Context: an optimization exercise on an open-source flow, tuned for small area and a short achievable clock period. The choices shown serve that exercise and are no tape-out recipe.

==> try-quartz <==
## smul_q31
module smul_q31 (
    input  logic        clk,
    input  logic        reset,
    input  logic        go,
    input  logic [31:0] left,
    input  logic [31:0] right,
    output logic [31:0] out,
    output logic        done
);
==> flow/config.mk <==
export PLATFORM = sky130hd
export DESIGN_NAME = smul_q31
export DESIGN_NICKNAME = smul_q31
export VERILOG_FILES = /design/flow/design.v
export SDC_FILE = /design/flow/constraint.sdc
export NUM_CORES = 4
export LEC_CHECK = 0
export CAP_MARGIN = 20
export CORE_MARGIN = 2
export CORE_UTILIZATION = 45
export SETUP_SLACK_MARGIN = 2.5
export SLEW_MARGIN = 20
export SYNTH_HIERARCHICAL = 1
export SYNTH_MINIMUM_KEEP_SIZE = 0
==> flow/constraint.sdc <==
create_clock -name core_clock -period 8.0 [get_ports {clk}]
set_input_delay 1.6000 -clock core_clock [delete_from_list [all_inputs] [get_ports {clk}]]
set_output_delay 1.6000 -clock core_clock [all_outputs]
set_load 0.01 [all_outputs]
standard.sh (not shown) runs the stock make flow with config.mk's settings and CLKGATE_MAP_FILE= SYNTH_SCRIPT=/design/flow/synth_recipe.tcl, a recipe that flattens the netlist after the stock synthesis.
==> flow/flow/run.sh <==
#!/bin/bash
# The standard synthesis and layout, with two changes to how the layout
# is made:
#  - after synthesis, the Booth selector gates (a22oi) are set to their
#    smallest drive strength (the placement's repair steps resize them again
#    where timing needs it);
#  - the input and output ports are buffered with buf_2 cells rather than
#    the flow's default choice.
set -euo pipefail
bash standard.sh synth > synth.log 2>&1
R=orfs/results/sky130hd/smul_q31/base
cat > downsize.tcl <<TCL
read_db $R/1_synth.odb
set db [ord::get_db]
set m1 [\$db findMaster sky130_fd_sc_hd__a22oi_1]
set n 0
foreach inst [[ord::get_db_block] getInsts] {
  if {[[\$inst getMaster] getName] eq "sky130_fd_sc_hd__a22oi_2"} {
    \$inst swapMaster \$m1
    incr n
  }
}
puts "downsized \$n a22oi_2 to a22oi_1"
write_db $R/1_synth.odb
TCL
openroad -no_init -exit downsize.tcl > downsize.log 2>&1
export BUFFER_PORTS_ARGS="-buffer_cell sky130_fd_sc_hd__buf_2"
bash standard.sh > layout.log 2>&1
==> try-nickel: changes against try-quartz <==
--- a/flow/design.v
+++ b/flow/design.v
@@ -141,22 +141,23 @@
     input  logic [31:0] right,
     output logic [31:0] out,
     output logic        done
 );
   logic d0, d1;               
   logic zero;                 
   logic [39:0] sa, sb;        
   logic sl;                   
-  wire cyc1 = go & ~d0;       
+  wire xen = go & ~d1;        
   wire cyc2 = d0 & ~d1;       
   wire hold = ~go | d1;       
   wire kboth = cyc2 | hold;
   assign done = d1;
-  wire [16:0] bs = ({17{cyc2}} & right[31:15]) | ({17{cyc1}} & {right[15:0], 1'b0});
+  wire [16:0] bs = cyc2 ? right[31:15] : {right[15:0], 1'b0};
+  wire [31:0] x = left & {32{xen}};
   wire [8:0] qlo = {1'b0, sa[7:0]} + {1'b0, sb[7:0]} + {8'd0, sl};
   wire [47:0] ea, eb;
   assign ea[0] = (cyc2 & sa[8]);
   assign eb[0] = (cyc2 & sb[8]);
   assign ea[1] = (cyc2 & sa[9]);
   assign eb[1] = (cyc2 & sb[9]);
   assign ea[2] = (cyc2 & sa[10]);
   assign eb[2] = (cyc2 & sb[10]);
@@ -247,55 +248,55 @@
   assign ea[45] = (hold & sa[37]);
   assign eb[45] = (hold & sb[37]);
   assign ea[46] = (hold & sa[38]);
   assign eb[46] = (hold & sb[38]);
   assign ea[47] = (hold & sa[39]);
   assign eb[47] = (hold & sb[39]);
   wire ec = cyc2 & qlo[8];
   wire eh = hold & sl;
-  wire [1:0] neg0, one0, two0;
-  sq_benc e0[1:0] (.b(bs[2:0]), .neg(neg0), .one(one0), .two(two0));
-  wire [1:0] neg1, one1, two1;
-  sq_benc e1[1:0] (.b(bs[4:2]), .neg(neg1), .one(one1), .two(two1));
-  wire [1:0] neg2, one2, two2;
-  sq_benc e2[1:0] (.b(bs[6:4]), .neg(neg2), .one(one2), .two(two2));
-  wire [1:0] neg3, one3, two3;
-  sq_benc e3[1:0] (.b(bs[8:6]), .neg(neg3), .one(one3), .two(two3));
-  wire [1:0] neg4, one4, two4;
-  sq_benc e4[1:0] (.b(bs[10:8]), .neg(neg4), .one(one4), .two(two4));
-  wire [1:0] neg5, one5, two5;
-  sq_benc e5[1:0] (.b(bs[12:10]), .neg(neg5), .one(one5), .two(two5));
-  wire [1:0] neg6, one6, two6;
-  sq_benc e6[1:0] (.b(bs[14:12]), .neg(neg6), .one(one6), .two(two6));
-  wire [1:0] neg7, one7, two7;
-  sq_benc e7[1:0] (.b(bs[16:14]), .neg(neg7), .one(one7), .two(two7));
+  wire [0:0] neg0, one0, two0;
+  sq_benc e0 (.b(bs[2:0]), .neg(neg0), .one(one0), .two(two0));
+  wire [0:0] neg1, one1, two1;
+  sq_benc e1 (.b(bs[4:2]), .neg(neg1), .one(one1), .two(two1));
+  wire [0:0] neg2, one2, two2;
+  sq_benc e2 (.b(bs[6:4]), .neg(neg2), .one(one2), .two(two2));
+  wire [0:0] neg3, one3, two3;
+  sq_benc e3 (.b(bs[8:6]), .neg(neg3), .one(one3), .two(two3));
+  wire [0:0] neg4, one4, two4;
+  sq_benc e4 (.b(bs[10:8]), .neg(neg4), .one(one4), .two(two4));
+  wire [0:0] neg5, one5, two5;
+  sq_benc e5 (.b(bs[12:10]), .neg(neg5), .one(one5), .two(two5));
+  wire [0:0] neg6, one6, two6;
+  sq_benc e6 (.b(bs[14:12]), .neg(neg6), .one(one6), .two(two6));
+  wire [0:0] neg7, one7, two7;
+  sq_benc e7 (.b(bs[16:14]), .neg(neg7), .one(one7), .two(two7));
   wire [32:0] pp0, q0;
-  sq_bpp b0[32:0] (.x0({left[31], left}), .x1({left, 1'b0}), .neg({{17{neg0[1]}}, {16{neg0[0]}}}), .one({{17{one0[1]}}, {16{one0[0]}}}), .two({{17{two0[1]}}, {16{two0[0]}}}), .p(q0));
+  sq_bpp b0[32:0] (.x0({x[31], x}), .x1({x, 1'b0}), .neg({{17{neg0[0]}}, {16{neg0[0]}}}), .one({{17{one0[0]}}, {16{one0[0]}}}), .two({{17{two0[0]}}, {16{two0[0]}}}), .p(q0));
   assign pp0 = {~q0[32], q0[31:0]};
   wire [32:0] pp1, q1;
-  sq_bpp b1[32:0] (.x0({left[31], left}), .x1({left, 1'b0}), .neg({{17{neg1[1]}}, {16{neg1[0]}}}), .one({{17{one1[1]}}, {16{one1[0]}}}), .two({{17{two1[1]}}, {16{two1[0]}}}), .p(q1));
+  sq_bpp b1[32:0] (.x0({x[31], x}), .x1({x, 1'b0}), .neg({{17{neg1[0]}}, {16{neg1[0]}}}), .one({{17{one1[0]}}, {16{one1[0]}}}), .two({{17{two1[0]}}, {16{two1[0]}}}), .p(q1));
   assign pp1 = {~q1[32], q1[31:0]};
   wire [32:0] pp2, q2;
-  sq_bpp b2[32:0] (.x0({left[31], left}), .x1({left, 1'b0}), .neg({{17{neg2[1]}}, {16{neg2[0]}}}), .one({{17{one2[1]}}, {16{one2[0]}}}), .two({{17{two2[1]}}, {16{two2[0]}}}), .p(q2));
+  sq_bpp b2[32:0] (.x0({x[31], x}), .x1({x, 1'b0}), .neg({{17{neg2[0]}}, {16{neg2[0]}}}), .one({{17{one2[0]}}, {16{one2[0]}}}), .two({{17{two2[0]}}, {16{two2[0]}}}), .p(q2));
   assign pp2 = {~q2[32], q2[31:0]};
   wire [32:0] pp3, q3;
-  sq_bpp b3[32:0] (.x0({left[31], left}), .x1({left, 1'b0}), .neg({{17{neg3[1]}}, {16{neg3[0]}}}), .one({{17{one3[1]}}, {16{one3[0]}}}), .two({{17{two3[1]}}, {16{two3[0]}}}), .p(q3));
+  sq_bpp b3[32:0] (.x0({x[31], x}), .x1({x, 1'b0}), .neg({{17{neg3[0]}}, {16{neg3[0]}}}), .one({{17{one3[0]}}, {16{one3[0]}}}), .two({{17{two3[0]}}, {16{two3[0]}}}), .p(q3));
   assign pp3 = {~q3[32], q3[31:0]};
   wire [32:0] pp4, q4;
-  sq_bpp b4[32:0] (.x0({left[31], left}), .x1({left, 1'b0}), .neg({{17{neg4[1]}}, {16{neg4[0]}}}), .one({{17{one4[1]}}, {16{one4[0]}}}), .two({{17{two4[1]}}, {16{two4[0]}}}), .p(q4));
+  sq_bpp b4[32:0] (.x0({x[31], x}), .x1({x, 1'b0}), .neg({{17{neg4[0]}}, {16{neg4[0]}}}), .one({{17{one4[0]}}, {16{one4[0]}}}), .two({{17{two4[0]}}, {16{two4[0]}}}), .p(q4));
   assign pp4 = {~q4[32], q4[31:0]};
   wire [32:0] pp5, q5;
-  sq_bpp b5[32:0] (.x0({left[31], left}), .x1({left, 1'b0}), .neg({{17{neg5[1]}}, {16{neg5[0]}}}), .one({{17{one5[1]}}, {16{one5[0]}}}), .two({{17{two5[1]}}, {16{two5[0]}}}), .p(q5));
+  sq_bpp b5[32:0] (.x0({x[31], x}), .x1({x, 1'b0}), .neg({{17{neg5[0]}}, {16{neg5[0]}}}), .one({{17{one5[0]}}, {16{one5[0]}}}), .two({{17{two5[0]}}, {16{two5[0]}}}), .p(q5));
   assign pp5 = {~q5[32], q5[31:0]};
   wire [32:0] pp6, q6;
-  sq_bpp b6[32:0] (.x0({left[31], left}), .x1({left, 1'b0}), .neg({{17{neg6[1]}}, {16{neg6[0]}}}), .one({{17{one6[1]}}, {16{one6[0]}}}), .two({{17{two6[1]}}, {16{two6[0]}}}), .p(q6));
+  sq_bpp b6[32:0] (.x0({x[31], x}), .x1({x, 1'b0}), .neg({{17{neg6[0]}}, {16{neg6[0]}}}), .one({{17{one6[0]}}, {16{one6[0]}}}), .two({{17{two6[0]}}, {16{two6[0]}}}), .p(q6));
   assign pp6 = {~q6[32], q6[31:0]};
   wire [32:0] pp7, q7;
-  sq_bpp b7[32:0] (.x0({left[31], left}), .x1({left, 1'b0}), .neg({{17{neg7[1]}}, {16{neg7[0]}}}), .one({{17{one7[1]}}, {16{one7[0]}}}), .two({{17{two7[1]}}, {16{two7[0]}}}), .p(q7));
+  sq_bpp b7[32:0] (.x0({x[31], x}), .x1({x, 1'b0}), .neg({{17{neg7[0]}}, {16{neg7[0]}}}), .one({{17{one7[0]}}, {16{one7[0]}}}), .two({{17{two7[0]}}, {16{two7[0]}}}), .p(q7));
   assign pp7 = {~q7[32], q7[31:0]};
   wire s1, c2;
   sq_ha h2 (.a(ea[12]), .b(eb[12]), .s(s1), .co(c2));
   wire s3, c4;
   sq_ha h4 (.a(ea[13]), .b(eb[13]), .s(s3), .co(c4));
   wire s5, c6;
   sq_fa f6 (.a(ea[14]), .b(eb[14]), .c(neg7[0]), .s(s5), .co(c6));
   wire s7, c8;
Settings changed: CORE_UTILIZATION 45 to 60, SETUP_SLACK_MARGIN 2.5 to 2.8.
==> impl_metrics.csv <==
group,metric,value,unit
outcome,status,"timing/DRC/antenna clean",
global_route,grt_pass1_wl,85.4,mm
worst_setup_path,worst_path_largest_cell_delay,500,ps
place,place_congestion,0.934,
synthesis,synth_area,16200,um2
final_layout,fin_util,69.3,%
-- figures above: try-nickel

==> impl_metrics.csv <==
group,metric,value,unit
outcome,status,"timing/DRC/antenna clean",
place,dpl.hpwl,41.0,mm
final_layout,fin_util,53.6,%
final_layout,nMultiInputCombCells,1384,
clock_tree,cts-resized-gates,44,
synthesis,synth_area,16300,um2
clock_tree,cts_sinks,84,
global_route,grt_pass1_wl,85.4,mm
worst_setup_path,worst_path_largest_cell_delay,580,ps
-- figures above: try-quartz

No functional check of the RTL was part of any run of this note.


==> exp/fjord <==
Another version of the RTL of smul_q31 (not shown whole).
Settings: LEC_CHECK=0, CAP_MARGIN=20, CORE_MARGIN=2, CORE_UTILIZATION=45, SETUP_SLACK_MARGIN=2.5, SLEW_MARGIN=20, SYNTH_HIERARCHICAL=1, SYNTH_MINIMUM_KEEP_SIZE=0; clock period 8.0 ns.
run.sh (not shown) runs the stock make flow with config.mk's settings and CLKGATE_MAP_FILE= SYNTH_SCRIPT=/design/flow/synth_recipe.tcl, a recipe that flattens the netlist after the stock synthesis.
Stock flow here: none of the scripts above is used.
==> exp/raven: changes against exp/fjord <==
--- a/flow/design.v
+++ b/flow/design.v
@@ -141,25 +141,24 @@
     input  logic [31:0] right,
     output logic [31:0] out,
     output logic        done
 );
   logic d0, d1;               
   logic zero;                 
   logic [41:0] p1, p2;       
   logic pl;                   
-  logic pn;                   
   logic [40:0] a1, a2;       
   logic al;                   
   logic an;                   
   wire phase = d0;            
   wire load = d0 & ~d1;       
   assign done = d1;
   wire [16:0] bs = phase ? right[31:15] : {right[15:0], 1'b0};
-  wire [11:0] plo = {2'b0, p1[9:0]} + {2'b0, p2[9:0]} + {11'd0, pl} + ({11'd0, pn} << 8);
+  wire [10:0] plo = {1'b0, p1[9:0]} + {1'b0, p2[9:0]} + {10'd0, pl};
   wire [31:0] ph1 = p1[41:10];
   wire [31:0] ph2 = p2[41:10];
   wire [31:0] ks0, kc0;
   sq_ha k0 (.a(ph1[0]), .b(ph2[0]), .s(ks0[0]), .co(kc0[0]));
   sq_ha k1 (.a(ph1[1]), .b(ph2[1]), .s(ks0[1]), .co(kc0[1]));
   sq_ha k2 (.a(ph1[2]), .b(ph2[2]), .s(ks0[2]), .co(kc0[2]));
   sq_ha k3 (.a(ph1[3]), .b(ph2[3]), .s(ks0[3]), .co(kc0[3]));
   sq_ha k4 (.a(ph1[4]), .b(ph2[4]), .s(ks0[4]), .co(kc0[4]));
@@ -186,20 +185,19 @@
   sq_fa1 k25 (.a(ph1[25]), .b(ph2[25]), .s(ks0[25]), .co(kc0[25]));
   sq_ha k26 (.a(ph1[26]), .b(ph2[26]), .s(ks0[26]), .co(kc0[26]));
   sq_fa1 k27 (.a(ph1[27]), .b(ph2[27]), .s(ks0[27]), .co(kc0[27]));
   sq_ha k28 (.a(ph1[28]), .b(ph2[28]), .s(ks0[28]), .co(kc0[28]));
   sq_fa1 k29 (.a(ph1[29]), .b(ph2[29]), .s(ks0[29]), .co(kc0[29]));
   sq_ha k30 (.a(ph1[30]), .b(ph2[30]), .s(ks0[30]), .co(kc0[30]));
   sq_fa1 k31 (.a(ph1[31]), .b(ph2[31]), .s(ks0[31]), .co(kc0[31]));
   wire [46:0] ks = {15'd10922, ks0};
-  wire [46:0] kc = {14'd0, kc0, 1'b0};
-  wire [46:0] rsum = ks + kc + {45'd0, plo[11:10]};
-  wire [46:0] rg = phase ? rsum : 47'd0;
-  wire [46:0] rr = rg;
+  wire [46:0] kc = {14'd0, kc0, plo[10]};
+  wire [46:0] rsum = ks + kc;
+  wire [46:0] rr = phase ? rsum : {32'd0, neg7, 14'd0};
   wire neg0, one0, two0;
   sq_benc e0 (.b(bs[2:0]), .neg(neg0), .one(one0), .two(two0));
   wire neg1, one1, two1;
   sq_benc e1 (.b(bs[4:2]), .neg(neg1), .one(one1), .two(two1));
   wire neg2, one2, two2;
   sq_benc e2 (.b(bs[6:4]), .neg(neg2), .one(one2), .two(two2));
   wire neg3, one3, two3;
   sq_benc e3 (.b(bs[8:6]), .neg(neg3), .one(one3), .two(two3));
@@ -730,17 +728,16 @@
   wire [6:0] c1lo = {1'b0, v1[5:0]} + {1'b0, v2[5:0]};
   wire [6:0] c2lo = {1'b0, v1[5:0]} + {1'b0, v2[5:0]};
   always_ff @(posedge clk) begin
     d0 <= go;
     d1 <= go & d0;
     p1 <= v1[47:6];
     p2 <= v2[47:6];
     pl <= c1lo[6];
-    pn <= neg7;
     if (reset) zero <= 1'b1;
     else if (load) zero <= 1'b0;
     if (load) begin
       a1 <= v1[46:6];
       a2 <= v2[46:6];
       al <= c2lo[6];
       an <= neg7;
     end
==> summary of the runs <==
- exp/raven completed with no timing, DRC or antenna violations. exp/fjord completed without violations.
- In exp/raven the via count is higher than in exp/fjord, by 1.9%.
- Against exp/fjord, the first-iteration DRC count of exp/raven is larger by 11%.
- In exp/raven the synthesized cell count is higher than in exp/fjord, by 1.1%.
- Against exp/raven, the wire length of exp/fjord is smaller by 4.4%.
- In exp/fjord the hold slack is lower than in exp/raven, by 0.12 ns.
- Against exp/fjord, the setup slack of exp/raven is better by 0.26 ns.
- Of exp/raven and exp/fjord, exp/fjord has the higher die area (gap 0.60%, measured against exp/fjord).
- In exp/fjord the clock skew is higher than in exp/raven, by 0.016 ns.
Function was not checked in any run of this note: the RTL went through the layout flow alone.

static timing again, ports no longer ideal:
The results above use ideal ports. As a check the final layouts listed here were re-extracted and re-timed, cells and wires unchanged.
Step 1: set_driving_cell puts a clkbuf_16 on clk and a buf_2 on each other input, an assumption about the parent block.
Step 2, shift: input delay + t, output delay - t, t = (earliest + latest rising clock arrival at the registers) / 2. This alone moves slack from input paths to output paths.
Slacks: ideal / step 1 / step 2; pairs: ideal / step 1.
run	t (ns)	setup slack, ns	clock arrival spread, ns	worst slew at a driven data input, ns
try-quartz	0.384	2.536 / 2.556 / 2.172	0.010 / 0.010	0.04
try-nickel	0.409	2.850 / 2.883 / 2.474	0.012 / 0.012	0.04
exp/fjord	0.506	1.462 / 1.462 / 1.462	0.025 / 0.026	0.09
exp/raven	0.482	1.724 / 1.724 / 1.702	0.009 / 0.009	0.05
After both steps every run listed still meets setup and hold. For try-nickel, which loses most, drivers alone change the setup slack by +0.033 ns; drivers and shift together by -0.376 ns.
